This design comes from an exercise in tuning for a short achievable clock period and few clock cycles on the open sky130 flow, not from production work. No functional check of the RTL was part of any run shown here. Power and IR drop assume default switching activity.

<file path="design/flow/design.v">
parameter ADD     = 4'b0000;
parameter SUB     = 4'b0001;
parameter AND     = 4'b0010;
parameter OR      = 4'b0011;
parameter XOR     = 4'b0100;
parameter NOT     = 4'b0101;
parameter MOV     = 4'b0110;
parameter NOP     = 4'b0111;
parameter LOAD    = 4'b1000;
parameter STORE   = 4'b1001;
parameter LOAD_IM = 4'b1010;
parameter BRN_Z   = 4'b1011;
parameter BRN_N   = 4'b1100;
parameter BRN_O   = 4'b1101;
parameter BRN     = 4'b1110;
module microprocessor #(parameter N = 8, ROM_addressBits = 6, RF_addressBits = 3) (
  input  logic                           clk             ,
  input  logic                           rst_n           ,
  input  logic [ 3+2*(RF_addressBits):0] ROM_data        ,
  input  logic [                  N-1:0] SRAM_data       ,
  output logic                           overflowPC      ,
  output logic                           ROM_readEnable  ,
  output logic                           SRAM_readEnable ,
  output logic                           SRAM_writeEnable,
  output logic [    ROM_addressBits-1:0] ROM_address     ,
  output logic [(2**RF_addressBits)-1:0] SRAM_address    ,
  output logic [                  N-1:0] SRAM_data_in
);
parameter ADD     = 4'b0000;
parameter SUB     = 4'b0001;
parameter AND     = 4'b0010;
parameter OR      = 4'b0011;
parameter XOR     = 4'b0100;
parameter NOT     = 4'b0101;
parameter MOV     = 4'b0110;
parameter NOP     = 4'b0111;
parameter LOAD    = 4'b1000;
parameter STORE   = 4'b1001;
parameter LOAD_IM = 4'b1010;
parameter BRN_Z   = 4'b1011;
parameter BRN_N   = 4'b1100;
parameter BRN_O   = 4'b1101;
parameter BRN     = 4'b1110;
  logic [7:0] R [0:7];           
  logic [2:0] F;                 
  logic       ov_reg;            
  logic       dead;              
  logic [5:0] FA;                
  logic       dv;                
  logic [5:0] dpc;               
  logic       dpred;             
  logic       dfold;             
  logic       stl;               
  logic [9:0] skid_ir;
  logic [5:0] skid_pc;
  logic       skid_fold;
  logic [63:0] pv;               
  logic [63:0] pf;               
  logic [5:0]  pt [0:63];        
  logic       ta_v, tb_v;
  logic [5:0] ta_i, t_tgt;
  logic       l_v;               
  logic [5:0] l_pc;              
  logic       l_brn;             
  logic       e_v;
  logic       e_wr;              
  logic       e_fl;              
  logic       e_clr;             
  logic       e_ld;              
  logic [2:0] e_dst;
  logic [1:0] e_fn;              
  logic [7:0] e_A, e_B;
  logic       e_cin;
  logic       w_v;
  logic [2:0] w_dst;
  logic [8:0] sum;
  logic [7:0] e_lg, e_res;
  logic       e_ovf, e_z;
  always_comb begin
    sum = {1'b0, e_A} + {1'b0, e_B} + {8'd0, e_cin};
    case (e_fn)
      2'd1: e_lg = e_A & e_B;
      2'd2: e_lg = e_A | e_B;
      default: e_lg = e_A ^ e_B;
    endcase
    e_res = (e_fn == 2'd0) ? sum[7:0] : e_lg;
    e_ovf = (e_fn == 2'd0) & (e_A[7] == e_B[7]) & (sum[7] != e_A[7]);
    e_z   = (e_fn == 2'd0) ? &(~((e_A ^ e_B) ^ {e_A[6:0] | e_B[6:0], e_cin}))
                           : ~|e_lg;
  end
  wire e_wen = e_v & e_wr;
  logic [2:0] Fn;
  always_comb begin
    if (e_v & e_clr)     Fn = 3'b000;
    else if (e_v & e_fl) Fn = {e_ovf, e_res[7], e_z};
    else                 Fn = F;
  end
  wire [9:0] ir   = stl ? skid_ir : ROM_data;
  wire [5:0] pc   = stl ? skid_pc : dpc;
  wire       fold = stl ? skid_fold : dfold;
  wire       ivld = (stl | dv) & ~ov_reg & ~dead;
  wire [3:0] op   = ir[9:6];
  wire [2:0] fa   = ir[5:3];
  wire [2:0] fb   = ir[2:0];
  wire is_alu2 = (op == ADD) | (op == SUB) | (op == AND) | (op == OR) | (op == XOR);
  wire is_not  = (op == NOT);
  wire is_mov  = (op == MOV);
  wire is_ld   = (op == LOAD);
  wire is_st   = (op == STORE);
  wire is_ldi  = (op == LOAD_IM);
  wire is_cbr  = (op == BRN_Z) | (op == BRN_N) | (op == BRN_O);
  wire is_brn  = (op == BRN);
  wire is_und  = (op == 4'hF);
  wire is_br   = is_cbr | is_brn;
  wire [2:0] sa = is_not ? 3'd1 : fa;
  logic [7:0] va, vb;
  always_comb begin
    if (e_wen && e_dst == sa)    va = e_res;
    else if (w_v && w_dst == sa) va = SRAM_data;
    else                         va = R[sa];
    if (e_wen && e_dst == fb)    vb = e_res;
    else if (w_v && w_dst == fb) vb = SRAM_data;
    else                         vb = R[fb];
  end
  wire uses_a = is_alu2 | is_not | is_st;
  wire uses_b = is_alu2 | is_not | is_mov | is_ld | is_st;
  wire stall  = ivld & e_v & e_ld & ((uses_a & (e_dst == sa)) | (uses_b & (e_dst == fb)));
  wire go     = ivld & ~stall;
  wire [6:0] tpl  = {1'b0, pc} + {2'b00, fa[1:0], fb};
  wire [6:0] tmi  = {1'b0, pc} - {2'b00, fa[1:0], fb};
  wire [6:0] tgt7 = fa[2] ? tmi : tpl;
  wire       toor = tgt7[6];
  wire       last = (pc == 6'd63);
  logic cond;
  always_comb begin
    case (op)
      BRN_Z:   cond = Fn[0];
      BRN_N:   cond = Fn[1];
      BRN_O:   cond = Fn[2];
      default: cond = 1'b1;
    endcase
  end
  wire taken    = is_brn | (is_cbr & cond);
  wire redirect = go & ~toor & ((is_brn & ~dpred) | (is_cbr & cond));
  wire d_halt   = go & (taken ? toor : (~is_und & last));
  assign ROM_address    = FA;
  assign ROM_readEnable = ~stl;
  assign overflowPC     = ov_reg;
  wire [5:0] fa_next    = pv[FA] ? pt[FA] : FA + 6'd1;
  always_ff @(posedge clk or negedge rst_n) begin
    if (!rst_n) begin
      FA <= 0; dv <= 0; dpred <= 0; dfold <= 0; stl <= 0;
      ta_v <= 0; tb_v <= 0; l_v <= 0;
      ov_reg <= 0; dead <= 0;
      pv <= 0; pf <= 0;
      e_v <= 0; w_v <= 0;
      SRAM_readEnable <= 0; SRAM_writeEnable <= 0;
      F <= 0;
    end else begin
      if (stl) begin
        stl <= 0;
      end else begin
        dpred <= pv[FA];
        dfold <= pf[FA];
        dv    <= ~redirect;
        FA    <= redirect ? tgt7[5:0] : fa_next;
        if (stall) stl <= 1;
      end
      ta_v <= go & is_brn & ~toor;
      tb_v <= go & is_brn & ~toor & l_v & ~l_brn & (l_pc == pc - 6'd1);
      if (go) l_v <= 1;
      if (ta_v) begin pv[ta_i] <= 1'b1; pf[ta_i] <= 1'b0; end
      if (tb_v) begin pv[ta_i - 6'd1] <= 1'b1; pf[ta_i - 6'd1] <= 1'b1; end
      if (d_halt) ov_reg <= 1;
      if (go & is_und) dead <= 1;
      e_v <= go;
      w_v <= e_v & e_ld;
      SRAM_readEnable  <= go & is_ld;
      SRAM_writeEnable <= go & is_st;
      F <= Fn;
    end
  end
  always_ff @(posedge clk) begin
    if (!stl) begin
      dpc <= FA;
      if (stall) begin
        skid_ir   <= ROM_data;
        skid_pc   <= dpc;
        skid_fold <= dfold;
      end
    end
    e_wr  <= is_alu2 | is_not | is_mov | is_ldi;
    e_fl  <= is_alu2 | is_not | is_mov;
    e_clr <= is_br | fold;
    e_ld  <= is_ld;
    e_dst <= fa;
    case (op)
      ADD:     begin e_fn <= 2'd0; e_A <= va;   e_B <= vb;  e_cin <= 0; end
      SUB:     begin e_fn <= 2'd0; e_A <= va;   e_B <= ~vb; e_cin <= 1; end
      AND:     begin e_fn <= 2'd1; e_A <= va;   e_B <= vb;  e_cin <= 0; end
      OR:      begin e_fn <= 2'd2; e_A <= va;   e_B <= vb;  e_cin <= 0; end
      XOR,NOT: begin e_fn <= 2'd3; e_A <= va;   e_B <= vb;  e_cin <= 0; end
      MOV:     begin e_fn <= 2'd2; e_A <= 8'd0; e_B <= vb;  e_cin <= 0; end
      default: begin e_fn <= 2'd2; e_A <= 8'd0; e_B <= {{5{fb[2]}}, fb}; e_cin <= 0; end
    endcase
    SRAM_address <= is_st ? va : vb;
    SRAM_data_in <= vb;
    w_dst <= e_dst;
    ta_i  <= pc;
    t_tgt <= tgt7[5:0];
    if (go) begin
      l_pc  <= pc;
      l_brn <= is_brn;
    end
    if (ta_v) pt[ta_i] <= t_tgt;
    if (tb_v) pt[ta_i - 6'd1] <= t_tgt;
  end
  always_ff @(posedge clk or negedge rst_n) begin
    if (!rst_n) begin
      for (int i = 0; i < 8; i++) R[i] <= (i == 1) ? 8'hFF : 8'h00;
    end else begin
      for (int i = 0; i < 8; i++) begin
        if (e_wen && e_dst == i)      R[i] <= e_res;
        else if (w_v && w_dst == i)   R[i] <= SRAM_data;
      end
    end
  end
endmodule
</file>
<file path="design/flow/run.sh">
#!/bin/bash
# synth_recipe.tcl (not shown) runs the flow's synth.tcl, then flattens the netlist and writes it again
# the make line also repeats each setting of config.mk as NAME=value (left out here)
make -C /OpenROAD-flow-scripts/flow DESIGN_CONFIG=/design/flow/config.mk WORK_HOME=/design/flow/orfs CLKGATE_MAP_FILE= SYNTH_SCRIPT=/design/flow/synth_recipe.tcl finish
</file>
<file path="design/flow/config.mk">
export PLATFORM = sky130hd
export DESIGN_NAME = microprocessor
export DESIGN_NICKNAME = microprocessor
export VERILOG_FILES = /design/flow/design.v
export SDC_FILE = /design/flow/constraint.sdc
export NUM_CORES = 4
export LEC_CHECK = 0
export CAP_MARGIN = 20
export CORE_MARGIN = 2
export CORE_UTILIZATION = 40
export SETUP_SLACK_MARGIN = 3.5
export SLEW_MARGIN = 20
</file>
<file path="design/flow/constraint.sdc">
create_clock -name core_clock -period 6.0 [get_ports {clk}]
set_input_delay 1.2000 -clock core_clock [delete_from_list [all_inputs] [get_ports {clk}]]
set_output_delay 1.2000 -clock core_clock [all_outputs]
set_load 0.01 [all_outputs]
</file>
==> reports/results.ini, run 1 <==
[outcome]
outcome = no timing/DRC/antenna violations

[grt]
grt_overflow = 0
track_usage = 0.244
grt_antenna_before_repair = 1
grt_pass1_wl_mm = 149
first_global_vias = 22792
grt_max_degree = 105

[worst_setup_path]
rrSetupSlack_ns = 2.50
start_kind = flip-flop
path_class = flip-flop to flip-flop
worst_ep_arrival_time_ns = 4.03
r2r_cells = 19
worst_r2r_endpoint = FA[3]
worstPathRequired_ns = 6.53
end_kind = flip-flop
cp_max_fo = 4
reg2reg_from = stl

[sta]
finalSetupTns_ns = 0
clock.fmax_ghz = 0.285
finalCritPeriodShare = 0.584
maxSlewViolCount = 0
maxSlewHeadroom = 0.275
rsz0062_at_grt = true
hold_violations = 0
min_period_ns = 3.50
finClkSkew_ns = 0.0314
max_slew.worst_pin.slew_ns = 1.08
setup_viol = 0

[clocking]
insertion_delay_ns = 0.66
tritoncts = built
clock-sinks = 685
cts_max_level = 3
cts_buffers = 74
cts.path.max_buffers = 3
cts_root_buf = clkbuf_16
clk_pin_slew_worst_paths_ns = 0.06
hold_buffers = 0

[finish]
num_antenna_cells = 0
drive_gt1_frac = 0.312
synthToLayoutAreaGrowth_pct = 27.1
multi_input_area_um2 = 14000
final_cell_mix = edfxtp_1 (414), o21ai_0 (232), nand2_1 (221)
layout.nets = 2778
final_common_cell = edfxtp_1
fill_cells = 6459
largest_register_ffs = 384
top_register = pt
design_area_um2 = 40200
regArea_um2 = 19000

[pwr]
seq_power_share = 0.356
intPower_w = 0.0115
power_frac_comb = 0.398
p_clk_frac = 0.246
p_leak_nw = 14.4
p_sw_w = 0.00723
powerDensity_nw_per_um2 = 466
peakVddDrop_v = 0.000329
p_sw_frac = 0.386

[worst_hold_path]
hold_class = flip-flop to flip-flop
hold_end = w_dst[0]
min_path_cells = 0
worst_hold_startpoint = e_dst[0]

[logic_synthesis]
avgSynthCellArea_um2 = 12.7
syn-num-nets = 2556
synthesis.area_um2 = 31600
netlist_instances = 2494
seq_area_frac_synth = 0.599
synth_seq_cells = 685
ys.flop_type = edfxtp_1
async_reset_ff_frac = 0.312
synth-edff-count = 414
synth_warnings = 2
synth.distinct_cells = 90

[floorplanning]
pin_count = 46
core_area_um2 = 78600
die_area_um2 = 81300
fp-row-count = 103
die_h_um = 285
initial_utilization = 0.402
die_w_um = 285

[detailed_routing]
ant_nets = 0
wire_per_inst_um = 26.5
drt-total-wl_mm = 101
drc = 0
drt_iter0_drc = 2499
viasPerCell = 6.06
vias = 23201
firstDrtPassIters = 6

[flow_run]
maxCapViolCount = 0

[placed_design]
portBuffers = 45
hpwl_mm = 60.6
gp_congestion = 0.900
placed_cell_area_um2 = 33500

[synthesized netlist by cell type, drive strengths merged (19+ instances only)]
cell type / count / area [um2]
edfxtp: 414 / 12400
o21ai: 278 / 1400
nand2: 270 / 1030
nor2: 218 / 818
dfrtp: 206 / 5150
mux4: 128 / 2920
clkbuf: 97 / 364
mux2i: 84 / 911
o22ai: 84 / 532
a21oi: 74 / 370
dfxtp: 57 / 1140
inv: 54 / 203
buf: 53 / 388
nand3: 40 / 200
ha: 39 / 488
nor3: 36 / 185
xnor2: 27 / 244
a221oi: 24 / 216
nor2b: 24 / 150
mux2: 23 / 267
xor2: 23 / 201
a211oi: 22 / 165
a22oi: 21 / 163
nand2b: 19 / 119
[timing repair]
| item | 4_1_cts | 5_1_grt |
|---|---|---|
| buffers inserted | 149 | 51 |
| cloned | 13 | 2 |
| setup endpoints to repair | 643 | 618 |
| resized for setup | 434 | 131 |
| pin swaps | 73 | 54 |
[layout make-up]
type,count,area share
Clock buffer,96,0.0497
Timing Repair Buffer,289,0.0783
Sequential cell,685,0.473
Tap cell,1050,0.0327
Multi-Input combinational cell,1609,0.348
Inverter,57,0.00688
Clock inverter,40,0.0113
[layer usage]
metal	share of wire	wire [um]	GRT usage	vias up
li1	-	-	-	9881
met1	0.41	41700	0.344	11849
met2	0.46	47100	0.381	1218
met3	0.087	8840	0.0433	251
met4	0.036	3670	0.0880	2
met5	0.000069	7	0	-
[power by group through the flow]
stage / sequential (W) / clock [W] / combinational [W]
floorplan: 0.00647 / 0 / 0.00360
global placement: 0.00690 / 0 / 0.00507
detailed placement: 0.00691 / 0 / 0.00516
CTS: 0.00663 / 0.00464 / 0.00687
global route: 0.00672 / 0.00483 / 0.00784
finish: 0.00667 / 0.00461 / 0.00747
[cells by family after synthesis]
| logic type | Yosys count | share of synthesized area |
|---|---|---|
| compound gates | 590 | 0.113 |
| mux | 235 | 0.129 |
| buf+inv | 207 | 0.0305 |
| xor+xnor | 50 | 0.0141 |
| simple gates | 685 | 0.0964 |
| fa+ha+maj | 42 | 0.0173 |
| flops | 685 | 0.599 |
[worst max-delay path by stage]
stage / endpoint / cells after the start / start / slack, ns
floorplan: FA[2] / 16 / ROM_data[2] / 2.14
global route: FA[3] / 19 / stl / 2.33
finish: FA[3] / 19 / stl / 2.50
global placement: FA[2] / 16 / ROM_data[0] / 1.33
detailed placement: FA[2] / 16 / ROM_data[1] / 1.28
CTS: FA[2] / 18 / stl / 2.59
[stage by stage]
step                      hold WS (ns)  total power, W  utilization  std cells  setup WS [ns]
after floorplan                  0.329          0.0101            -       2494           2.14
after global placement           0.417          0.0120        0.426       3474           1.33
after detailed placement         0.424          0.0121        0.426       3475           1.28
after CTS                        0.434          0.0181        0.498       3773           2.59
after global routing             0.446          0.0194        0.511       3826           2.33
final                            0.440          0.0187        0.511       3826           2.50
[critical path, cell delays in order (launching register included)]
cell and delay [ns]:
dfrtp_4 0.52, buf_12 0.15, buf_8 0.11, mux2i_4 0.24, inv_2 0.12, ha_4 0.23, nand2_2 0.06, o21ai_2 0.05
ha_1 0.31, a21o_1 0.17, a21oi_2 0.16, o21bai_1 0.11, a21oi_2 0.14, xor2_1 0.15, buf_4 0.15, nand2_4 0.06
a31oi_4 0.21, buf_6 0.15, a21oi_1 0.08, a2bb2oi_1 0.21
==> run 2, diff against run 1 <==
--- a/design/flow/config.mk
+++ b/design/flow/config.mk
@@ -6,4 +6,5 @@
 export NUM_CORES = 4
 export LEC_CHECK = 0
+export ABC_CLOCK_PERIOD_IN_PS = 2000
 export CAP_MARGIN = 20
 export CORE_MARGIN = 2
==> run 2 against run 1 <==
  * Utilization unchanged
  * Critical path depth is the same
  * Hold slack is the same
==> reports/results.ini, run 2 <==
[outcome]
outcome = no timing/DRC/antenna violations

[worst_hold_path]
hold_class = flip-flop to flip-flop
worst_hold_startpoint = e_dst[0]
min_path_cells = 0
hold_end = w_dst[0]

[sta]
min_period_ns = 3.50
maxSlewHeadroom = 0.275
setup_viol = 0
finClkSkew_ns = 0.0314
max_slew.worst_pin.slew_ns = 1.08
finalSetupTns_ns = 0
maxSlewViolCount = 0
rsz0062_at_grt = true
clock.fmax_ghz = 0.285
hold_violations = 0
finalCritPeriodShare = 0.584

[logic_synthesis]
async_reset_ff_frac = 0.312
synthSimpleGateAreaFrac = 0.0964
ys.flop_type = edfxtp_1
synth_most_common_cell = edfxtp_1
yosysTopAreaCellShare = 0.393
yosysTopAreaCell = edfxtp_1
synthesis.area_um2 = 31600
synth-edff-count = 414
synth_warnings = 2
synthTopCellsByArea = edfxtp_1 (39%), dfrtp_1 (16%), mux4_2 (8.5%)
synth_top_family_by_area = multiplexers
avgSynthCellArea_um2 = 12.7
seq_area_frac_synth = 0.599
synth_compound_area_frac = 0.113
muxShareOfSynthArea = 0.129
synth-xor-area-share = 0.0141
synth_seq_cells = 685
syn-num-nets = 2556
netlist_instances = 2494
synthTopCellsByCount = edfxtp_1 (414), o21ai_0 (270), nand2_1 (266)
synthAdderAreaFrac = 0.0173
synth.distinct_cells = 90

[detailed_routing]
drt-total-wl_mm = 101
drc = 0
firstDrtPassIters = 6
wire_per_inst_um = 26.5
viasPerCell = 6.06
ant_nets = 0
drt_iter0_drc = 2499
vias = 23201

[floorplanning]
die_w_um = 285
die_area_um2 = 81300
core_area_um2 = 78600
pin_count = 46
die_h_um = 285
fp-row-count = 103
initial_utilization = 0.402

[worst_setup_path]
cp_max_fo = 4
worst_ep_arrival_time_ns = 4.03
slowest_delay_ns = 0.52
worst_path_max_delay_cell = dfrtp_4
reg2reg_from = stl
rrSetupSlack_ns = 2.50
start_kind = flip-flop
r2r_cells = 19
end_kind = flip-flop
worstPathRequired_ns = 6.53
worst_r2r_endpoint = FA[3]
worst_path_most_repeated_cell = a21oi_2
path_class = flip-flop to flip-flop
crit_chain = buf_12, buf_8, mux2i_4, inv_2, ha_4, nand2_2, o21ai_2, ha_1, a21o_1, a21oi_2, o21bai_1, a21oi_2, xor2_1, buf_4, nand2_4, a31oi_4, buf_6, a21oi_1, a2bb2oi_1
worstSetupStartpoint = stl

[finish]
final_cell_mix = edfxtp_1 (414), o21ai_0 (232), nand2_1 (221)
finalNonFillerCells = 3826
largest_register_ffs = 384
final_common_cell = edfxtp_1
drive_gt1_frac = 0.312
top_register = pt
synthToLayoutAreaGrowth_pct = 27.1
layout.nets = 2778
num_antenna_cells = 0

[grt]
grt_max_degree = 105
first_global_vias = 22792
grt_pass1_wl_mm = 149
grt_overflow = 0
grt_antenna_before_repair = 1
track_usage = 0.244

[pwr]
p_clk_frac = 0.246
seq_power_share = 0.356
power_frac_comb = 0.398
p_sw_frac = 0.386
powerDensity_nw_per_um2 = 466
p_leak_nw = 14.4
p_sw_w = 0.00723
intPower_w = 0.0115
peakVddDrop_v = 0.000329

[placed_design]
gp_congestion = 0.900
hpwl_mm = 60.6
portBuffers = 45
dp_cells = 3475

[flow_run]
maxCapViolCount = 0

[clocking]
cts.path.max_buffers = 3
cts_max_level = 3
hold_buffers = 0
tritoncts = built
cts_buffers = 74
clk_pin_slew_worst_paths_ns = 0.06
clock-sinks = 685
cts_root_buf = clkbuf_16
insertion_delay_ns = 0.66

==> run 2: cell counts after synthesis <==
No cell type changed its count.
==> run 2: kinds of logic after synthesis <==
group                    count (synthesis)
XOR/XNOR                                50
adder cells (fa/ha/maj)                 42
AND/OR/NAND/NOR                        685
buffers and inverters                  207
AO/OA/AOI/OAI                          590
flip-flops                             685
multiplexers                           235
==> run 2: repair_timing <==
action                                  CTS  global route
gates resized for setup                 434           131
pin swaps                                73            54
buffers inserted                        149            51
endpoints found under the setup margin  643           618
gates cloned                             13             2
==> run 2: final cells by class <==
type                    count  area (um2)
clock buffers              96        2000
clock inverters            40         455
multi-input cells        1609       14000
flip-flops and latches    685       19000
well taps                1050        1310
inverters                  57         277
fillers                  6459       38400
repair buffers            289        3150
==> run 2: worst max-delay path, delay by kind of cell, from the launching register on <==
family          cells  cell delay, ns
compound gates      8            1.13
xor+xnor            1            0.15
fa+ha+maj           2            0.54
simple gates        2            0.12
buf+inv             5            0.68
flops               1            0.52
mux                 1            0.24
==> run 2: how the worst max path moves through the flow <==
| stage | endpoint | slack, ns |
|---|---|---|
| final | FA[3] | 2.50 |
| after floorplan | FA[2] | 2.14 |
| after global routing | FA[3] | 2.33 |
| after global placement | FA[2] | 1.33 |
| after detailed placement | FA[2] | 1.28 |
| after CTS | FA[2] | 2.59 |
==> run 2: layer usage <==
layer | track usage | wire, um | vias up
met1 | 0.344 | 41700 | 11849
met2 | 0.381 | 47100 | 1218
met3 | 0.0433 | 8840 | 251
li1 | - | - | 9881
met5 | 0 | 7 | -
met4 | 0.0880 | 3670 | 2
==> run 2: through the flow <==
stage	setup slack, ns	total power, W	util	hold WS, ns	cell area, um2
6_report	2.50	0.0187	0.511	0.440	40200
3_5_place_dp	1.28	0.0121	0.426	0.424	33500
4_1_cts	2.59	0.0181	0.498	0.434	39200
2_1_floorplan	2.14	0.0101	-	0.329	32200
3_3_place_gp	1.33	0.0120	0.426	0.417	33500
5_1_grt	2.33	0.0194	0.511	0.446	40200
==> run 2: power groups by stage <==
stage / combinational (W) / clock [W] / sequential (W)
floorplan: 0.00360 / 0 / 0.00647
global placement: 0.00507 / 0 / 0.00690
detailed placement: 0.00516 / 0 / 0.00691
CTS: 0.00687 / 0.00464 / 0.00663
global route: 0.00784 / 0.00483 / 0.00672
finish: 0.00747 / 0.00461 / 0.00667
==> run 3, diff against run 2 <==
--- a/design/flow/design.v
+++ b/design/flow/design.v
@@ -42,4 +42,7 @@
 parameter BRN_O   = 4'b1101;
 parameter BRN     = 4'b1110;
+  function automatic logic [5:0] inc6(input logic [5:0] x);
+    inc6 = x ^ {&x[4:0], &x[3:0], &x[2:0], &x[1:0], x[0], 1'b1};
+  endfunction
   logic [7:0] R [0:7];           
   logic [2:0] F;                 
@@ -49,15 +52,23 @@
   logic       dv;                
   logic [5:0] dpc;               
+  logic       dfold;             
   logic       dpred;             
-  logic       dfold;             
+  logic       dcv;               
+  logic [5:0] dcT;               
+  logic       dctoor;            
   logic       stl;               
   logic [9:0] skid_ir;
-  logic [5:0] skid_pc;
-  logic       skid_fold;
-  logic [63:0] pv;               
-  logic [63:0] pf;               
-  logic [5:0]  pt [0:63];        
-  logic       ta_v, tb_v;
-  logic [5:0] ta_i, t_tgt;
+  logic [5:0] pc;                
+  logic       fold;              
+  logic       pend;              
+  logic [5:0] p_tgt;
+  logic       p_toor;
+  logic [63:0] nv, nf;
+  logic [5:0]  nT [0:63];
+  logic [63:0] cv, ctoor;
+  logic [5:0]  cT [0:63];
+  logic       ta_v, tb_v, tc_v;
+  logic [5:0] t_i, t_tgt;
+  logic       t_toor;
   logic       l_v;               
   logic [5:0] l_pc;              
@@ -97,7 +108,5 @@
   end
   wire [9:0] ir   = stl ? skid_ir : ROM_data;
-  wire [5:0] pc   = stl ? skid_pc : dpc;
-  wire       fold = stl ? skid_fold : dfold;
-  wire       ivld = (stl | dv) & ~ov_reg & ~dead;
+  wire       ivld = (stl | dv) & ~pend & ~ov_reg & ~dead;
   wire [3:0] op   = ir[9:6];
   wire [2:0] fa   = ir[5:3];
@@ -130,5 +139,4 @@
   wire [6:0] tmi  = {1'b0, pc} - {2'b00, fa[1:0], fb};
   wire [6:0] tgt7 = fa[2] ? tmi : tpl;
-  wire       toor = tgt7[6];
   wire       last = (pc == 6'd63);
   logic cond;
@@ -138,20 +146,22 @@
       BRN_N:   cond = Fn[1];
       BRN_O:   cond = Fn[2];
-      default: cond = 1'b1;
+      default: cond = 1'b0;
     endcase
   end
-  wire taken    = is_brn | (is_cbr & cond);
-  wire redirect = go & ~toor & ((is_brn & ~dpred) | (is_cbr & cond));
-  wire d_halt   = go & (taken ? toor : (~is_und & last));
+  wire c_tk     = is_cbr & cond;                        
+  wire redirect = go & c_tk & dcv & ~dctoor;            
+  wire pend_set = go & ((is_brn & ~dpred) | (c_tk & ~dcv));
+  wire d_halt   = go & ((c_tk & dcv & dctoor) | (~is_brn & ~c_tk & ~is_und & last));
   assign ROM_address    = FA;
   assign ROM_readEnable = ~stl;
   assign overflowPC     = ov_reg;
-  wire [5:0] fa_next    = pv[FA] ? pt[FA] : FA + 6'd1;
+  wire [5:0] fa_next    = nv[FA] ? nT[FA] : inc6(FA);
   always_ff @(posedge clk or negedge rst_n) begin
     if (!rst_n) begin
-      FA <= 0; dv <= 0; dpred <= 0; dfold <= 0; stl <= 0;
-      ta_v <= 0; tb_v <= 0; l_v <= 0;
+      FA <= 0; dv <= 0; stl <= 0; pend <= 0;
+      dpred <= 0; dcv <= 0;
+      ta_v <= 0; tb_v <= 0; tc_v <= 0; l_v <= 0;
       ov_reg <= 0; dead <= 0;
-      pv <= 0; pf <= 0;
+      nv <= 0; nf <= 0; cv <= 0; ctoor <= 0;
       e_v <= 0; w_v <= 0;
       SRAM_readEnable <= 0; SRAM_writeEnable <= 0;
@@ -161,17 +171,23 @@
         stl <= 0;
       end else begin
-        dpred <= pv[FA];
-        dfold <= pf[FA];
-        dv    <= ~redirect;
-        FA    <= redirect ? tgt7[5:0] : fa_next;
+        dpred <= nv[FA] & ~nf[FA];
+        dcv   <= cv[FA];
+        dv    <= ~pend & ~redirect;
+        if (pend)          FA <= p_tgt;
+        else if (redirect) FA <= dcT;
+        else               FA <= fa_next;
         if (stall) stl <= 1;
       end
-      ta_v <= go & is_brn & ~toor;
-      tb_v <= go & is_brn & ~toor & l_v & ~l_brn & (l_pc == pc - 6'd1);
-      if (go) l_v <= 1;
-      if (ta_v) begin pv[ta_i] <= 1'b1; pf[ta_i] <= 1'b0; end
-      if (tb_v) begin pv[ta_i - 6'd1] <= 1'b1; pf[ta_i - 6'd1] <= 1'b1; end
+      pend <= pend_set;
+      if (pend & p_toor) ov_reg <= 1;
       if (d_halt) ov_reg <= 1;
       if (go & is_und) dead <= 1;
+      ta_v <= go & is_brn;
+      tb_v <= go & is_brn & l_v & ~l_brn & (inc6(l_pc) == pc);
+      tc_v <= go & is_cbr;
+      if (go) l_v <= 1;
+      if (ta_v & ~t_toor) begin nv[t_i] <= 1'b1; nf[t_i] <= 1'b0; end
+      if (tb_v & ~t_toor) begin nv[t_i - 6'd1] <= 1'b1; nf[t_i - 6'd1] <= 1'b1; end
+      if (tc_v) begin cv[t_i] <= 1'b1; ctoor[t_i] <= t_toor; end
       e_v <= go;
       w_v <= e_v & e_ld;
@@ -183,11 +199,19 @@
   always_ff @(posedge clk) begin
     if (!stl) begin
-      dpc <= FA;
-      if (stall) begin
-        skid_ir   <= ROM_data;
-        skid_pc   <= dpc;
-        skid_fold <= dfold;
+      dpc    <= FA;
+      dfold  <= nv[FA] & nf[FA];
+      dcT    <= cT[FA];
+      dctoor <= ctoor[FA];
+      if (stall) skid_ir <= ROM_data;
+      else begin
+        pc   <= FA;
+        fold <= nv[FA] & nf[FA];
       end
-    end
+    end else begin
+      pc   <= dpc;
+      fold <= dfold;
+    end
+    p_tgt  <= tgt7[5:0];
+    p_toor <= tgt7[6];
     e_wr  <= is_alu2 | is_not | is_mov | is_ldi;
     e_fl  <= is_alu2 | is_not | is_mov;
@@ -207,12 +231,14 @@
     SRAM_data_in <= vb;
     w_dst <= e_dst;
-    ta_i  <= pc;
-    t_tgt <= tgt7[5:0];
+    t_i    <= pc;
+    t_tgt  <= tgt7[5:0];
+    t_toor <= tgt7[6];
     if (go) begin
       l_pc  <= pc;
       l_brn <= is_brn;
     end
-    if (ta_v) pt[ta_i] <= t_tgt;
-    if (tb_v) pt[ta_i - 6'd1] <= t_tgt;
+    if (ta_v & ~t_toor) nT[t_i] <= t_tgt;
+    if (tb_v & ~t_toor) nT[t_i - 6'd1] <= t_tgt;
+    if (tc_v) cT[t_i] <= t_tgt;
   end
   always_ff @(posedge clk or negedge rst_n) begin
--- a/design/flow/config.mk
+++ b/design/flow/config.mk
@@ -6,5 +6,4 @@
 export NUM_CORES = 4
 export LEC_CHECK = 0
-export ABC_CLOCK_PERIOD_IN_PS = 2000
 export CAP_MARGIN = 20
 export CORE_MARGIN = 2
==> run 3 against run 2 <==
  * Maximum frequency up 14%
  * Critical path depth down 12
  * Register-to-register slack better by 0.44 ns
  * Sequential share of layout area up 3.3 points
  * Still clean
  * Sequential power up about 40%
  * Die area up 65%
  * Via count up 51%
==> reports/results.ini, run 3 <==
[outcome]
outcome = no timing/DRC/antenna violations

[logic_synthesis]
netlist_instances = 3589
yosysTopAreaCellShare = 0.462
synthTopCellsByCount = edfxtp_1 (806), o21ai_0 (350), dfrtp_1 (336)
ys.flop_type = edfxtp_1
yosysTopAreaCell = edfxtp_1
synth_seq_cells = 1208
synthesis.area_um2 = 52400
synth.distinct_cells = 87
seq_area_frac_synth = 0.649
synthTopCellsByArea = edfxtp_1 (46%), dfrtp_1 (16%), mux4_2 (11%)
synth-edff-count = 806
synth_warnings = 2
avgSynthCellArea_um2 = 14.6
syn-num-nets = 3654
async_reset_ff_frac = 0.285
synth_most_common_cell = edfxtp_1

[clocking]
cts.path.max_buffers = 3
clock-sinks = 1208
cts_root_buf = clkbuf_16
cts_buffers = 131
insertion_delay_ns = 0.79
cts_max_level = 4
tritoncts = built
clk_pin_slew_worst_paths_ns = 0.06

[floorplanning]
die_h_um = 366
initial_utilization = 0.404
core_area_um2 = 130000
die_area_um2 = 134000
pin_count = 46
fp-row-count = 132
die_w_um = 366

[sta]
maxSlewHeadroom = 0.289
setup_viol = 0
finClkSkew_ns = 0.0241
hold_violations = 0
setup_ws_ns = 2.93
finalCritPeriodShare = 0.511
rsz0062_at_grt = true
max_slew.worst_pin.slew_ns = 1.07
min_period_ns = 3.07
maxSlewViolCount = 0
finalSetupTns_ns = 0
clock.fmax_ghz = 0.326

[pwr]
p_total_w = 0.0184
powerDensity_nw_per_um2 = 273
peakVddDrop_v = 0.000219
p_leak_nw = 23.0

[grt]
grt_pass1_wl_mm = 234
track_usage = 0.235
grt_max_degree = 126
first_global_vias = 34112
grt_overflow = 0
grt_antenna_before_repair = 1

[detailed_routing]
viasPerCell = 6.06
vias = 35037
drt_iter0_drc = 4361
drc = 0
firstDrtPassIters = 6
wire_per_inst_um = 28.7
ant_nets = 0
drt-total-wl_mm = 166

[finish]
drive_gt1_frac = 0.362
fin_util = 0.518
synthToLayoutAreaGrowth_pct = 28.5
num_antenna_cells = 0
reg.largest.list = cT x384, nT x384
final_cell_mix = edfxtp_1 (806), dfrtp_1 (330), mux4_2 (266)
final_common_cell = edfxtp_1
design_area_um2 = 67300
layout.nets = 4002

[placed_design]
dp_slack_ns = 1.46
hpwl_mm = 90.1
placed_cell_area_um2 = 55500
gp_congestion = 0.897
portBuffers = 45

[worst_setup_path]
end_kind = flip-flop
cp_max_fo = 7
worstPathRequired_ns = 6.48
worst_ep_arrival_time_ns = 3.54
start_kind = flip-flop
path_class = flip-flop to flip-flop

[flow_run]
maxCapViolCount = 0

[worst_hold_path]
hold_class = input port to async pin

==> run 3: cell count changes in the layout (fill, tap and decap cells not counted), moves of 37 or more <==
cell	previous run	this run
nor2_1	198	247
dfrtp_1	197	330
o21bai_1	2	55
o21ai_1	26	76
mux2i_1	70	138
o21ai_0	232	195
buf_4	148	191
nand2_1	221	168
mux4_2	124	266
clkbuf_16	77	146
edfxtp_1	414	806
o21ai_2	20	106
==> run 3: final timing paths <==
check / from / endpoint / slack, ns / cells past startpoint
max reg2reg: FA[0] / dcT[2] / 2.93 / 7
min reg2reg: nv[8] / nv[8] / 0.46 / 2
max in group asynchronous: rst_n / ctoor[54] / 4.40 / 2
min: rst_n / R[5][4] / 0.38 / 1
max: FA[0] / dcT[2] / 2.93 / 7
min in group core_clock: nv[8] / nv[8] / 0.46 / 2
==> run 3: stage by stage <==
stage | cells | hold slack (ns)
5_1_grt | 5783 | 0.427
3_3_place_gp | 5208 | 0.433
6_report | 5783 | 0.381
4_1_cts | 5655 | 0.379
2_1_floorplan | 3589 | 0.329
3_5_place_dp | 5208 | 0.444
==> run 3: logic make-up (layout without fill, tap and decap cells) <==
| kind of cell | Yosys count | after routing | share of synthesized area |
|---|---|---|---|
| flops | 1208 | 1208 | 0.649 |
| xor+xnor | 49 | 49 | 0.00877 |
| buf+inv | 295 | 730 | 0.0225 |
| simple gates | 738 | 755 | 0.0633 |
| mux | 460 | 460 | 0.153 |
| compound gates | 794 | 794 | 0.0927 |
| fa+ha+maj | 45 | 45 | 0.0112 |
==> run 3: final cells by class <==
cell class | count | area, um2
fillers | 10373 | 62500
flip-flops and latches | 1208 | 34100
multi-input cells | 2103 | 21000
repair buffers | 437 | 5510
clock buffers | 192 | 3720
well taps | 1742 | 2180
clock inverters | 45 | 562
inverters | 55 | 283
repair inverters | 1 | 8.76
==> run 3: routing by layer <==
| metal | track usage | wire length (um) | up-vias |
|---|---|---|---|
| li1 | - | - | 14676 |
| met1 | 0.321 | 65200 | 18009 |
| met2 | 0.374 | 78900 | 1898 |
| met3 | 0.0494 | 15200 | 452 |
| met4 | 0.0829 | 6590 | 2 |
| met5 | 0 | 20 | - |
==> run 3: what timing repair did <==
| item | in CTS | in global routing |
|---|---|---|
| gates cloned | 40 | 21 |
| hold buffers | 0 | 0 |
| buffers inserted | 170 | 107 |
| endpoints found under the setup margin | 877 | 815 |
| pin swaps | 90 | 159 |
| resized for setup | 565 | 530 |
==> run 3: critical path, cell delays in order (launching register included) <==
cell	delay, ns
dfrtp_4	0.54
buf_6	0.14
buf_12	0.16
buf_12	0.13
buf_16	0.13
mux4_2	0.49
mux4_2	0.51
mux4_2	0.62
==> run 3: where the power goes <==
group	switching [W]	internal, W
Sequential	0.000125	0.00918
Combinational	0.000652	0.000295
Clock	0.00347	0.00466
==> run 4, diff against run 3 <==
--- a/design/flow/design.v
+++ b/design/flow/design.v
@@ -50,25 +50,24 @@
   logic       dead;              
   logic [5:0] FA;                
-  logic       dv;                
-  logic [5:0] dpc;               
-  logic       dfold;             
-  logic       dpred;             
-  logic       dcv;               
-  logic [5:0] dcT;               
-  logic       dctoor;            
+  logic       rv;                
+  logic [5:0] rpc;               
+  logic       rpred;             
+  logic       rfold;             
   logic       stl;               
-  logic [9:0] skid_ir;
-  logic [5:0] pc;                
-  logic       fold;              
-  logic       pend;              
-  logic [5:0] p_tgt;
-  logic       p_toor;
+  logic       kv;
+  logic [9:0] kir;
+  logic [5:0] kpc;
+  logic       kpred, kfold;
+  logic       iv;
+  logic [9:0] ir;
+  logic [5:0] ipc;
+  logic       ipred, ifold;
+  logic [5:0] itgt;              
+  logic       itoor;             
+  logic       ilast;             
   logic [63:0] nv, nf;
   logic [5:0]  nT [0:63];
-  logic [63:0] cv, ctoor;
-  logic [5:0]  cT [0:63];
-  logic       ta_v, tb_v, tc_v;
+  logic       ta_v, tb_v;
   logic [5:0] t_i, t_tgt;
-  logic       t_toor;
   logic       l_v;               
   logic [5:0] l_pc;              
@@ -107,6 +106,5 @@
     else                 Fn = F;
   end
-  wire [9:0] ir   = stl ? skid_ir : ROM_data;
-  wire       ivld = (stl | dv) & ~pend & ~ov_reg & ~dead;
+  wire       ivld = iv & ~ov_reg & ~dead;
   wire [3:0] op   = ir[9:6];
   wire [2:0] fa   = ir[5:3];
@@ -136,8 +134,4 @@
   wire stall  = ivld & e_v & e_ld & ((uses_a & (e_dst == sa)) | (uses_b & (e_dst == fb)));
   wire go     = ivld & ~stall;
-  wire [6:0] tpl  = {1'b0, pc} + {2'b00, fa[1:0], fb};
-  wire [6:0] tmi  = {1'b0, pc} - {2'b00, fa[1:0], fb};
-  wire [6:0] tgt7 = fa[2] ? tmi : tpl;
-  wire       last = (pc == 6'd63);
   logic cond;
   always_comb begin
@@ -149,8 +143,15 @@
     endcase
   end
-  wire c_tk     = is_cbr & cond;                        
-  wire redirect = go & c_tk & dcv & ~dctoor;            
-  wire pend_set = go & ((is_brn & ~dpred) | (c_tk & ~dcv));
-  wire d_halt   = go & ((c_tk & dcv & dctoor) | (~is_brn & ~c_tk & ~is_und & last));
+  wire c_tk     = is_cbr & cond;
+  wire redirect = go & ~itoor & ((is_brn & ~ipred) | c_tk);
+  wire d_halt   = go & ((is_brn | c_tk) ? itoor : (~is_und & ilast));
+  wire [9:0] s_ir   = stl ? kir   : ROM_data;
+  wire       s_v    = stl ? kv    : rv;
+  wire [5:0] s_pc   = stl ? kpc   : rpc;
+  wire       s_pred = stl ? kpred : rpred;
+  wire       s_fold = stl ? kfold : rfold;
+  wire [4:0] s_off  = s_ir[4:0];
+  wire [6:0] s_tgt  = s_ir[5] ? ({1'b0, s_pc} - {2'b00, s_off})
+                              : ({1'b0, s_pc} + {2'b00, s_off});
   assign ROM_address    = FA;
   assign ROM_readEnable = ~stl;
@@ -159,35 +160,41 @@
   always_ff @(posedge clk or negedge rst_n) begin
     if (!rst_n) begin
-      FA <= 0; dv <= 0; stl <= 0; pend <= 0;
-      dpred <= 0; dcv <= 0;
-      ta_v <= 0; tb_v <= 0; tc_v <= 0; l_v <= 0;
+      FA <= 0; rv <= 0; rpred <= 0; stl <= 0; kv <= 0; kpred <= 0;
+      iv <= 0; ipred <= 0;
+      ta_v <= 0; tb_v <= 0; l_v <= 0;
       ov_reg <= 0; dead <= 0;
-      nv <= 0; nf <= 0; cv <= 0; ctoor <= 0;
+      nv <= 0; nf <= 0;
       e_v <= 0; w_v <= 0;
       SRAM_readEnable <= 0; SRAM_writeEnable <= 0;
       F <= 0;
     end else begin
-      if (stl) begin
+      if (redirect) begin
+        FA  <= itgt;
+        rv  <= 0;
         stl <= 0;
+        iv  <= 0;
       end else begin
-        dpred <= nv[FA] & ~nf[FA];
-        dcv   <= cv[FA];
-        dv    <= ~pend & ~redirect;
-        if (pend)          FA <= p_tgt;
-        else if (redirect) FA <= dcT;
-        else               FA <= fa_next;
-        if (stall) stl <= 1;
+        if (!stl) begin
+          FA    <= fa_next;
+          rv    <= 1'b1;
+          rpred <= nv[FA] & ~nf[FA];
+        end
+        if (stall) begin
+          stl   <= 1;
+          kv    <= rv;
+          kpred <= rpred;
+        end else begin
+          stl   <= 0;
+          iv    <= s_v;
+          ipred <= s_pred;
+        end
       end
-      pend <= pend_set;
-      if (pend & p_toor) ov_reg <= 1;
       if (d_halt) ov_reg <= 1;
       if (go & is_und) dead <= 1;
-      ta_v <= go & is_brn;
-      tb_v <= go & is_brn & l_v & ~l_brn & (inc6(l_pc) == pc);
-      tc_v <= go & is_cbr;
+      ta_v <= go & is_brn & ~itoor;
+      tb_v <= go & is_brn & ~itoor & l_v & ~l_brn & (inc6(l_pc) == ipc);
       if (go) l_v <= 1;
-      if (ta_v & ~t_toor) begin nv[t_i] <= 1'b1; nf[t_i] <= 1'b0; end
-      if (tb_v & ~t_toor) begin nv[t_i - 6'd1] <= 1'b1; nf[t_i - 6'd1] <= 1'b1; end
-      if (tc_v) begin cv[t_i] <= 1'b1; ctoor[t_i] <= t_toor; end
+      if (ta_v) begin nv[t_i] <= 1'b1; nf[t_i] <= 1'b0; end
+      if (tb_v) begin nv[t_i - 6'd1] <= 1'b1; nf[t_i - 6'd1] <= 1'b1; end
       e_v <= go;
       w_v <= e_v & e_ld;
@@ -199,22 +206,22 @@
   always_ff @(posedge clk) begin
     if (!stl) begin
-      dpc    <= FA;
-      dfold  <= nv[FA] & nf[FA];
-      dcT    <= cT[FA];
-      dctoor <= ctoor[FA];
-      if (stall) skid_ir <= ROM_data;
-      else begin
-        pc   <= FA;
-        fold <= nv[FA] & nf[FA];
-      end
+      rpc   <= FA;
+      rfold <= nv[FA] & nf[FA];
+    end
+    if (stall) begin
+      kir   <= ROM_data;
+      kpc   <= rpc;
+      kfold <= rfold;
     end else begin
-      pc   <= dpc;
-      fold <= dfold;
-    end
-    p_tgt  <= tgt7[5:0];
-    p_toor <= tgt7[6];
+      ir    <= s_ir;
+      ipc   <= s_pc;
+      ifold <= s_fold;
+      itgt  <= s_tgt[5:0];
+      itoor <= s_tgt[6];
+      ilast <= (s_pc == 6'd63);
+    end
     e_wr  <= is_alu2 | is_not | is_mov | is_ldi;
     e_fl  <= is_alu2 | is_not | is_mov;
-    e_clr <= is_br | fold;
+    e_clr <= is_br | ifold;
     e_ld  <= is_ld;
     e_dst <= fa;
@@ -231,14 +238,12 @@
     SRAM_data_in <= vb;
     w_dst <= e_dst;
-    t_i    <= pc;
-    t_tgt  <= tgt7[5:0];
-    t_toor <= tgt7[6];
+    t_i   <= ipc;
+    t_tgt <= itgt;
     if (go) begin
-      l_pc  <= pc;
+      l_pc  <= ipc;
       l_brn <= is_brn;
     end
-    if (ta_v & ~t_toor) nT[t_i] <= t_tgt;
-    if (tb_v & ~t_toor) nT[t_i - 6'd1] <= t_tgt;
-    if (tc_v) cT[t_i] <= t_tgt;
+    if (ta_v) nT[t_i] <= t_tgt;
+    if (tb_v) nT[t_i - 6'd1] <= t_tgt;
   end
   always_ff @(posedge clk or negedge rst_n) begin
==> run 4 against run 3 <==
  * Still clean on timing, DRC and antenna
  * Clock power fell by 39%
  * Power rose by 10%
  * Die area fell by 37%
  * Largest power group is now combinational cells
==> reports/results.ini, run 4 <==
[sta]
clock.fmax_ghz = 0.353
finalCritPeriodShare = 0.473
finClkSkew_ns = 0.0267
maxSlewHeadroom = 0.335
finalSetupTns_ns = 0
max_slew.worst_pin.slew_ns = 0.997
setup_viol = 0
hold_violations = 0
rsz0062_at_grt = true
min_period_ns = 2.84
maxSlewViolCount = 0
setup_ws_ns = 3.16

[logic_synthesis]
synth.distinct_cells = 88
syn-num-nets = 2510
synthTopCellsByArea = edfxtp_1 (41%), dfrtp_1 (16%), mux4_2 (9.4%)
seq_area_frac_synth = 0.607
netlist_instances = 2449
synth_most_common_cell = edfxtp_1
yosysTopAreaCell = edfxtp_1
synthTopCellsByCount = edfxtp_1 (440), o21ai_0 (221), dfrtp_1 (209)
async_reset_ff_frac = 0.304
synthesis.area_um2 = 32600
avgSynthCellArea_um2 = 13.3
yosysTopAreaCellShare = 0.405
synth-edff-count = 440
ys.flop_type = edfxtp_1
synth_seq_cells = 714
synth_warnings = 2

[floorplanning]
die_area_um2 = 83900
die_h_um = 290
initial_utilization = 0.404
pin_count = 46
fp-row-count = 104
core_area_um2 = 80700
die_w_um = 290

[worst_hold_path]
hold_end = t_tgt[0]
min_path_cells = 0
worst_hold_startpoint = itgt[0]
hold_class = flip-flop to flip-flop

[finish]
synthToLayoutAreaGrowth_pct = 27.1
final_cell_mix = edfxtp_1 (440), dfrtp_1 (202), buf_4 (175)
fin_util = 0.514
layout.nets = 2732
largest_register_ffs = 384
top_register = nT
final_common_cell = edfxtp_1
drive_gt1_frac = 0.335
design_area_um2 = 41400

[worst_setup_path]
worst_r2r_endpoint = FA[1]
path_class = flip-flop to flip-flop
cp_max_fo = 7
r2r_cells = 10
worstPathRequired_ns = 6.52
worst_ep_arrival_time_ns = 3.35
end_kind = flip-flop
reg2reg_from = FA[0]
start_kind = flip-flop
rrSetupSlack_ns = 3.16

[clocking]
cts_max_level = 3
insertion_delay_ns = 0.63
cts.path.max_buffers = 3
cts_buffers = 78
clock-sinks = 714
tritoncts = built
hold_buffers = 0
clk_pin_slew_worst_paths_ns = 0.06
cts_root_buf = clkbuf_16

[pwr]
peakVddDrop_v = 0.000346
powerDensity_nw_per_um2 = 488
p_leak_nw = 14.8
p_total_w = 0.0202

[detailed_routing]
wire_per_inst_um = 26.9
viasPerCell = 6.14
ant_nets = 0
drt-total-wl_mm = 102
drt_iter0_drc = 2911
vias = 23308
drc = 0
firstDrtPassIters = 7

[flow_run]
maxCapViolCount = 0

[outcome]
outcome = no timing/DRC/antenna violations

[placed_design]
hpwl_mm = 60.4
dp_slack_ns = 2.09
portBuffers = 45
gp_congestion = 0.888
placed_cell_area_um2 = 34900

[grt]
grt_overflow = 0
track_usage = 0.240
grt_antenna_before_repair = 3
grt_pass1_wl_mm = 150
first_global_vias = 22836
grt_max_degree = 158

-- run 4: stage by stage --
stage	hold slack [ns]	instances
after detailed placement	0.414	3437
after global placement	0.407	3436
after global routing	0.430	3794
after floorplan	0.329	2449
after CTS	0.422	3735
final	0.420	3794
-- run 4: cells by family after synthesis --
logic type,count (synthesis),share of synthesized area
buffers and inverters,220,0.0289
multiplexers,266,0.136
AO/OA/AOI/OAI,657,0.124
flip-flops,714,0.607
AND/OR/NAND/NOR,504,0.0742
adder cells (fa/ha/maj),41,0.0164
XOR/XNOR,47,0.0134
-- run 4: final cells by class --
class	instances	area (um2)
timing repair inverter	1	7.51
clock inverter	39	450
inverter	60	265
antenna	1	2.50
multi-input combinational	1524	14300
clock buffer	103	2150
tap	1060	1330
timing repair buffer	292	3140
fill	6581	39200
sequential	714	19800
-- run 4: worst max path at each step --
stage             end  slack (ns)  depth (start not counted)   startpoint
2_1_floorplan   itoor        3.08                          9  ROM_data[5]
3_3_place_gp    nv[8]        2.22                          9       t_i[0]
3_5_place_dp   nf[38]        2.09                          8       t_i[0]
4_1_cts         FA[4]        3.22                         12        FA[0]
5_1_grt         FA[3]        3.14                         10        FA[0]
6_report        FA[1]        3.16                         10        FA[0]
-- run 4: critical path, stage by stage (launching register included) --
cell	delay (ns)
dfrtp_4	0.44
buf_12	0.15
buf_16	0.16
mux4_2	0.53
a32oi_2	0.30
nand4_1	0.18
mux2i_4	0.21
buf_6	0.19
nand4b_1	0.19
a2bb2oi_2	0.08
mux2_2	0.26
-- run 4: timing repair --
| item | CTS | global route |
|---|---|---|
| pin swaps | 68 | 67 |
| buffers inserted | 137 | 53 |
| resized for setup | 337 | 167 |
| endpoints found under the setup margin | 668 | 502 |
| cloned | 19 | 5 |
-- run 4: power by group --
part	switching, W	leakage [nW]	internal [W]
clock	0.00201	1.27	0.00292
sequential	0.000636	7.31	0.00624
combinational	0.00489	6.21	0.00354
total	0.00753	14.8	0.0127
-- run 4: routing by layer --
layer	part of all wire	track usage	vias to the layer above
met1	0.41	0.332	11874
met3	0.088	0.0499	275
met2	0.47	0.380	1239
met4	0.037	0.0801	2
li1	-	-	9918
met5	0.000069	0	-
==> run 5, diff against run 4 <==
--- a/design/flow/design.v
+++ b/design/flow/design.v
@@ -50,4 +50,6 @@
   logic       dead;              
   logic [5:0] FA;                
+  logic [5:0] FAo;               
+  logic       re;                
   logic       rv;                
   logic [5:0] rpc;               
@@ -66,7 +68,8 @@
   logic       itoor;             
   logic       ilast;             
+  logic [5:0] ipc1;              
   logic [63:0] nv, nf;
   logic [5:0]  nT [0:63];
-  logic       ta_v, tb_v;
+  logic       ta_v, tb_v, tc_v, tn_v;
   logic [5:0] t_i, t_tgt;
   logic       l_v;               
@@ -144,5 +147,8 @@
   end
   wire c_tk     = is_cbr & cond;
-  wire redirect = go & ~itoor & ((is_brn & ~ipred) | c_tk);
+  wire c_nt     = is_cbr & ~cond;
+  wire redirect = go & ((~itoor & ((is_brn & ~ipred) | (c_tk & ~ipred))) |
+                        (c_nt & ipred & ~ilast));
+  wire [5:0] rd_tgt = c_nt ? ipc1 : itgt;
   wire d_halt   = go & ((is_brn | c_tk) ? itoor : (~is_und & ilast));
   wire [9:0] s_ir   = stl ? kir   : ROM_data;
@@ -154,13 +160,24 @@
   wire [6:0] s_tgt  = s_ir[5] ? ({1'b0, s_pc} - {2'b00, s_off})
                               : ({1'b0, s_pc} + {2'b00, s_off});
-  assign ROM_address    = FA;
-  assign ROM_readEnable = ~stl;
+  wire r_redirect   = s_v & (s_ir[9:6] == BRN) & ~s_pred & ~stall;
+  assign ROM_address    = FAo;
+  assign ROM_readEnable = re;
   assign overflowPC     = ov_reg;
   wire [5:0] fa_next    = nv[FA] ? nT[FA] : inc6(FA);
+  logic [5:0] FA_n;
+  logic       stl_n;
+  always_comb begin
+    if (redirect)        begin FA_n = rd_tgt;     stl_n = 0; end
+    else if (r_redirect) begin FA_n = s_tgt[5:0]; stl_n = 0; end
+    else begin
+      FA_n  = stl ? FA : fa_next;
+      stl_n = stall;
+    end
+  end
   always_ff @(posedge clk or negedge rst_n) begin
     if (!rst_n) begin
-      FA <= 0; rv <= 0; rpred <= 0; stl <= 0; kv <= 0; kpred <= 0;
+      FA <= 0; FAo <= 0; re <= 1; rv <= 0; rpred <= 0; stl <= 0; kv <= 0; kpred <= 0;
       iv <= 0; ipred <= 0;
-      ta_v <= 0; tb_v <= 0; l_v <= 0;
+      ta_v <= 0; tb_v <= 0; tc_v <= 0; tn_v <= 0; l_v <= 0;
       ov_reg <= 0; dead <= 0;
       nv <= 0; nf <= 0;
@@ -169,21 +186,24 @@
       F <= 0;
     end else begin
+      FA  <= FA_n;
+      FAo <= FA_n;
+      stl <= stl_n;
+      re  <= ~stl_n;
       if (redirect) begin
-        FA  <= itgt;
         rv  <= 0;
-        stl <= 0;
         iv  <= 0;
+      end else if (r_redirect) begin
+        rv    <= 0;
+        iv    <= 1;
+        ipred <= 1;
       end else begin
         if (!stl) begin
-          FA    <= fa_next;
           rv    <= 1'b1;
           rpred <= nv[FA] & ~nf[FA];
         end
         if (stall) begin
-          stl   <= 1;
           kv    <= rv;
           kpred <= rpred;
         end else begin
-          stl   <= 0;
           iv    <= s_v;
           ipred <= s_pred;
@@ -194,6 +214,9 @@
       ta_v <= go & is_brn & ~itoor;
       tb_v <= go & is_brn & ~itoor & l_v & ~l_brn & (inc6(l_pc) == ipc);
+      tc_v <= go & c_tk & ~itoor & ~ipred;
+      tn_v <= go & c_nt & ipred;
       if (go) l_v <= 1;
-      if (ta_v) begin nv[t_i] <= 1'b1; nf[t_i] <= 1'b0; end
+      if (ta_v | tc_v) begin nv[t_i] <= 1'b1; nf[t_i] <= 1'b0; end
+      if (tn_v) nv[t_i] <= 1'b0;
       if (tb_v) begin nv[t_i - 6'd1] <= 1'b1; nf[t_i - 6'd1] <= 1'b1; end
       e_v <= go;
@@ -220,4 +243,5 @@
       itoor <= s_tgt[6];
       ilast <= (s_pc == 6'd63);
+      ipc1  <= inc6(s_pc);
     end
     e_wr  <= is_alu2 | is_not | is_mov | is_ldi;
@@ -244,5 +268,5 @@
       l_brn <= is_brn;
     end
-    if (ta_v) nT[t_i] <= t_tgt;
+    if (ta_v | tc_v) nT[t_i] <= t_tgt;
     if (tb_v) nT[t_i - 6'd1] <= t_tgt;
   end
==> run 5 against run 4 <==
  * Utilization increased by 1.2 points
  * Still clean
  * Critical path type unchanged
  * Cell count increased by 5.5%
  * Synthesized cell count increased by 5.0%
  * Cell area increased by 5.9%
  * Power increased by 5.4%
  * Maximum frequency decreased by 5.4%
  * Hold slack got worse by 0.027 ns
==> reports/results.ini, run 5 <==
[placed_design]
portBuffers = 45
hpwl_mm = 62.3
dp_cells = 3561
gp_congestion = 0.877

[sta]
setup_viol = 0
maxSlewHeadroom = 0.277
maxSlewViolCount = 0
min_period_ns = 3.00
finClkSkew_ns = 0.0501
rsz0062_at_grt = true
hold_violations = 0
clock.fmax_ghz = 0.334
finalSetupTns_ns = 0
max_slew.worst_pin.slew_ns = 1.09
hold_slack_ns = 0.393
finalCritPeriodShare = 0.499

[finish]
drive_gt1_frac = 0.364
regArea_um2 = 20100
fin_util = 0.526
finalNonFillerCells = 4003
final_cell_mix = edfxtp_1 (446), buf_4 (212), dfrtp_1 (203)
largest_register_ffs = 384
fill_cells = 6674
final_common_cell = edfxtp_1
top_register = nT
multi_input_area_um2 = 15500
layout.nets = 2923
synthToLayoutAreaGrowth_pct = 30.5

[clocking]
clock-sinks = 723
hold_buffers = 0
cts_max_level = 3
cts_root_buf = clkbuf_16
cts_buffers = 78
insertion_delay_ns = 0.69
cts.path.max_buffers = 3
clk_pin_slew_worst_paths_ns = 0.06
tritoncts = built

[worst_setup_path]
cp_num_buf_inv = 3
path_delay_family = multiplexers
worst_path_most_repeated_cell = mux4_2
worst_path_max_delay_cell = mux4_2
worstPathRequired_ns = 6.42
path_class = flip-flop to flip-flop
rrSetupSlack_ns = 3.00
end_kind = flip-flop
worst_ep_arrival_time_ns = 3.41
cp_max_fo = 6
crit_chain = buf_4, buf_12, buf_12, mux4_2, mux4_2, mux4_2, and2_4
slowest_delay_ns = 0.60
start_kind = flip-flop
reg2reg_from = FAo[0]
worstSetupStartpoint = FAo[0]

[detailed_routing]
firstDrtPassIters = 9
ant_nets = 0
drc = 0
drt-total-wl_mm = 112
drt_iter0_drc = 3006
vias = 25153
wire_per_inst_um = 28.0
viasPerCell = 6.28

[logic_synthesis]
async_reset_ff_frac = 0.304
synthesis.area_um2 = 33600
synthTopCellsByArea = edfxtp_1 (40%), dfrtp_1 (16%), mux4_2 (10%)
seq_area_frac_synth = 0.596
yosysTopAreaCell = edfxtp_1
ys.flop_type = edfxtp_1
synth_most_common_cell = edfxtp_1
netlist_instances = 2572
synth_warnings = 2
synth-edff-count = 446
synth_seq_cells = 723
synth.distinct_cells = 85
avgSynthCellArea_um2 = 13.1
syn-num-nets = 2636
yosysTopAreaCellShare = 0.398
synthTopCellsByCount = edfxtp_1 (446), o21ai_0 (250), dfrtp_1 (211)

[worst_hold_path]
hold_class = flip-flop to flip-flop
worst_hold_startpoint = itgt[2]

[grt]
grt_antenna_before_repair = 3
grt_pass1_wl_mm = 159
grt_max_degree = 147
grt_overflow = 0
first_global_vias = 24497
track_usage = 0.245

[flow_run]
maxCapViolCount = 0

[pwr]
peakVddDrop_v = 0.000285
powerDensity_nw_per_um2 = 486
p_total_w = 0.0213
p_leak_nw = 15.7

[floorplanning]
pin_count = 46
die_h_um = 294
core_area_um2 = 83400
die_w_um = 294
die_area_um2 = 86400
initial_utilization = 0.403
fp-row-count = 106

[outcome]
outcome = no timing/DRC/antenna violations

[run 5: final cells by class]
type | count | share of cell area
clock inverters | 37 | 0.00995
repair buffers | 372 | 0.0936
well taps | 1080 | 0.0308
diodes | 1 | 0.0000570
clock buffers | 106 | 0.0480
inverters | 63 | 0.00616
flip-flops and latches | 723 | 0.458
multi-input cells | 1621 | 0.353
[run 5: what timing repair did]
item,CTS,global route
pin swaps,99,102
buffers inserted,161,103
gates resized for setup,481,231
endpoints found under the setup margin,688,606
gates cloned,23,11
[run 5: kinds of logic after synthesis]
group / after synthesis / share of synthesized area
compound gates: 647 / 0.117
xor+xnor: 44 / 0.0115
fa+ha+maj: 44 / 0.0170
buf+inv: 241 / 0.0297
flops: 723 / 0.596
mux: 288 / 0.146
simple gates: 585 / 0.0826
[run 5: metrics by stage]
stage | setup WS [ns] | instance area, um2
after floorplan | 2.84 | 34200
after global placement | 1.76 | 35500
after detailed placement | 1.73 | 35600
after CTS | 3.04 | 41800
after global routing | 2.96 | 43900
final | 3.00 | 43900
[run 5: routing by layer]
metal,track usage,vias to the layer above,part of all wire
met5,0,-,0
met4,0.110,0,0.058
met3,0.0422,452,0.084
met2,0.408,1516,0.49
met1,0.314,12658,0.37
li1,-,10527,-
[run 5: final timing paths]
check                            to  cells past startpoint
max reg2reg                   rfold                      7
min reg2reg                t_tgt[2]                      0
max in group asynchronous   R[2][0]                      2
min in group asynchronous   R[2][5]                      1
max                           rfold                      7
min                        t_tgt[2]                      0
[run 5: power breakdown]
group          internal [W]  switching, W  leakage, nW
logic               0.00425       0.00506         7.09
clock network       0.00265       0.00212         1.22
registers           0.00638      0.000863         7.40
==> run 6, diff against run 5 <==
--- a/design/flow/design.v
+++ b/design/flow/design.v
@@ -51,4 +51,5 @@
   logic [5:0] FA;                
   logic [5:0] FAo;               
+  logic [63:0] FAh;              
   logic       re;                
   logic       rv;                
@@ -164,5 +165,14 @@
   assign ROM_readEnable = re;
   assign overflowPC     = ov_reg;
-  wire [5:0] fa_next    = nv[FA] ? nT[FA] : inc6(FA);
+  logic       f_hit, f_pred, f_fold;
+  logic [5:0] f_tgt;
+  always_comb begin
+    f_hit  = |(FAh & nv);
+    f_pred = |(FAh & nv & ~nf);
+    f_fold = |(FAh & nv & nf);
+    f_tgt  = 6'd0;
+    for (int i = 0; i < 64; i++) f_tgt = f_tgt | (nT[i] & {6{FAh[i]}});
+  end
+  wire [5:0] fa_next    = f_hit ? f_tgt : inc6(FA);
   logic [5:0] FA_n;
   logic       stl_n;
@@ -177,5 +187,5 @@
   always_ff @(posedge clk or negedge rst_n) begin
     if (!rst_n) begin
-      FA <= 0; FAo <= 0; re <= 1; rv <= 0; rpred <= 0; stl <= 0; kv <= 0; kpred <= 0;
+      FA <= 0; FAo <= 0; FAh <= 64'd1; re <= 1; rv <= 0; rpred <= 0; stl <= 0; kv <= 0; kpred <= 0;
       iv <= 0; ipred <= 0;
       ta_v <= 0; tb_v <= 0; tc_v <= 0; tn_v <= 0; l_v <= 0;
@@ -188,4 +198,5 @@
       FA  <= FA_n;
       FAo <= FA_n;
+      FAh <= 64'd1 << FA_n;
       stl <= stl_n;
       re  <= ~stl_n;
@@ -200,5 +211,5 @@
         if (!stl) begin
           rv    <= 1'b1;
-          rpred <= nv[FA] & ~nf[FA];
+          rpred <= f_pred;
         end
         if (stall) begin
@@ -230,5 +241,5 @@
     if (!stl) begin
       rpc   <= FA;
-      rfold <= nv[FA] & nf[FA];
+      rfold <= f_fold;
     end
     if (stall) begin
==> run 6 against run 5 <==
  * Combinational power is 7.2% lower
  * Routed wire length is 40% higher
  * Clock power is 16% higher
  * Utilization is 2.1 points higher
  * Hold slack better by 0.054 ns
  * Non-clock buffer count is 77 higher
  * Count of clock-buffer cells in the layout is 18 higher
  * Cell count is 16% higher
  * Clock skew is 0.0028 ns lower
  * Register-to-register slack worse by 0.60 ns
  * Largest power group unchanged
==> reports/results.ini, run 6 <==
[outcome]
outcome = no timing/DRC/antenna violations

[finish]
fill_cells = 7025
design_area_um2 = 48100
drive_gt1_frac = 0.355
fin_util = 0.547
final_cell_mix = edfxtp_1 (446), dfrtp_1 (221), buf_4 (217)
final_common_cell = edfxtp_1
largest_register_ffs = 384
synthToLayoutAreaGrowth_pct = 36.1
finalNonFillerCells = 4649
top_register = nT
layout.nets = 3473

[pwr]
p_clk_frac = 0.252
powerDensity_nw_per_um2 = 454
intPower_w = 0.0133
seq_power_share = 0.352
power_frac_comb = 0.395
p_leak_nw = 17.6
p_sw_frac = 0.393
p_sw_w = 0.00859
peakVddDrop_v = 0.000490
p_total_w = 0.0219

[logic_synthesis]
synth_seq_cells = 787
async_reset_ff_frac = 0.361
synth_most_common_cell = edfxtp_1
synthesis.area_um2 = 35400
avgSynthCellArea_um2 = 11.5
yosysTopAreaCell = edfxtp_1
yosysTopAreaCellShare = 0.379
synthTopCellsByArea = edfxtp_1 (38%), dfrtp_1 (19%), o22ai_1 (3.9%)
synth_warnings = 2
ys.flop_type = edfxtp_1
netlist_instances = 3069
seq_area_frac_synth = 0.612
synthTopCellsByCount = edfxtp_1 (446), dfrtp_1 (274), o21ai_0 (270)
synth-edff-count = 446
syn-num-nets = 3133
synth.distinct_cells = 84

[detailed_routing]
viasPerCell = 6.58
drc = 0
vias = 30578
ant_nets = 0
wire_per_inst_um = 33.8
drt-total-wl_mm = 157
firstDrtPassIters = 6
drt_iter0_drc = 4451

[placed_design]
hpwl_mm = 97.1
gp_congestion = 0.997
portBuffers = 45
dp_cells = 4151
placed_cell_area_um2 = 37500

[clocking]
tritoncts = built
cts_buffers = 86
hold_buffers = 0
clk_pin_slew_worst_paths_ns = 0.06
cts_max_level = 3
cts_root_buf = clkbuf_16
insertion_delay_ns = 0.69
clock-sinks = 787
cts.path.max_buffers = 3

[sta]
finalSetupTns_ns = 0
min_period_ns = 3.60
rsz0062_at_grt = true
clock.fmax_ghz = 0.278
finClkSkew_ns = 0.0473
max_slew.worst_pin.slew_ns = 1.12
finalCritPeriodShare = 0.600
maxSlewViolCount = 0
hold_violations = 0
maxSlewHeadroom = 0.249
setup_viol = 0

[worst_setup_path]
worst_ep_arrival_time_ns = 4.16
rrSetupSlack_ns = 2.40
end_kind = flip-flop
cp_max_fo = 9
start_kind = flip-flop
path_class = flip-flop to flip-flop
reg2reg_from = FAh[58]
r2r_cells = 8
worst_r2r_endpoint = FAh[12]
worstPathRequired_ns = 6.56

[grt]
grt_max_degree = 111
grt_overflow = 0
track_usage = 0.325
grt_antenna_before_repair = 1
first_global_vias = 27791
grt_pass1_wl_mm = 211

[floorplanning]
initial_utilization = 0.402
fp-row-count = 109
die_area_um2 = 90800
core_area_um2 = 88000
die_w_um = 301
die_h_um = 301
pin_count = 46

[flow_run]
maxCapViolCount = 0

[worst_hold_path]
min_path_cells = 0
hold_end = kpc[3]
worst_hold_startpoint = rpc[3]
hold_class = flip-flop to flip-flop

[run 6: cell types whose count changed after synthesis, sizes merged, moves of 59 or more]
cell	change
nand3	+78
a221oi	+70
clkbuf	+59
o22ai	+87
dfrtp	+63
a22o	+65
nand2	+84
mux4	-154
[run 6: worst max-delay path by stage]
stage / from / endpoint / slack [ns] / depth (start not counted)
4_1_cts: e_A[1] / FAh[27] / 2.51 / 15
5_1_grt: e_A[1] / FAh[27] / 2.36 / 15
6_report: FAh[58] / FAh[12] / 2.40 / 8
3_5_place_dp: ROM_data[1] / FAh[62] / 1.25 / 13
2_1_floorplan: ROM_data[1] / FAh[30] / 2.23 / 13
3_3_place_gp: ROM_data[1] / FAh[62] / 1.31 / 13
[run 6: worst max-delay path: stages, from the launching register on]
cell,delay (ns)
dfrtp_4,0.60
a22o_1,0.25
a221oi_2,0.45
nand4_1,0.22
nor3_2,0.52
a311oi_2,0.24
o22ai_2,0.52
nand4b_1,0.42
o22ai_1,0.23
[run 6: power groups by stage]
stage	Combinational, W	Clock [W]	Sequential (W)
floorplan	0.00308	0	0.00740
global placement	0.00514	0	0.00775
detailed placement	0.00522	0	0.00776
CTS	0.00684	0.00554	0.00767
global route	0.00886	0.00576	0.00774
finish	0.00864	0.00552	0.00770
[run 6: kinds of logic after synthesis]
logic type      count (synthesis)  synth area share
xor+xnor                       45            0.0111
compound gates                905             0.166
mux                           148            0.0443
simple gates                  857             0.118
buf+inv                       283            0.0314
fa+ha+maj                      44            0.0162
flops                         787             0.612
[run 6: metal layers]
layer,global-route usage,up-vias,part of all wire
li1,-,12466,-
met1,0.427,15538,0.37
met2,0.503,2091,0.45
met3,0.0700,481,0.11
met4,0.177,2,0.068
met5,0,-,0.000095
[run 6: final cells by class]
cell class	instances	area (um2)	area share
flip-flops and latches	787	21800	0.453
multi-input cells	2016	16600	0.345
repair buffers	449	4990	0.104
clock buffers	124	2470	0.0513
well taps	1165	1460	0.0303
clock inverters	38	478	0.00993
inverters	66	280	0.00582
repair inverters	3	20.0	0.000416
diodes	1	2.50	0.0000520
[run 6: repair_timing]
| action | CTS | global route |
|---|---|---|
| cloned | 18 | 19 |
| hold endpoints to repair | 0 | 0 |
| buffers inserted | 175 | 123 |
| resized for setup | 599 | 529 |
| setup endpoints to repair | 746 | 592 |
| pin swaps | 129 | 137 |
[run 6: through the flow]
| stage | hold WS, ns | setup slack, ns |
|---|---|---|
| floorplan | 0.326 | 2.23 |
| global placement | 0.429 | 1.31 |
| detailed placement | 0.434 | 1.25 |
| CTS | 0.448 | 2.51 |
| global route | 0.463 | 2.36 |
| finish | 0.447 | 2.40 |
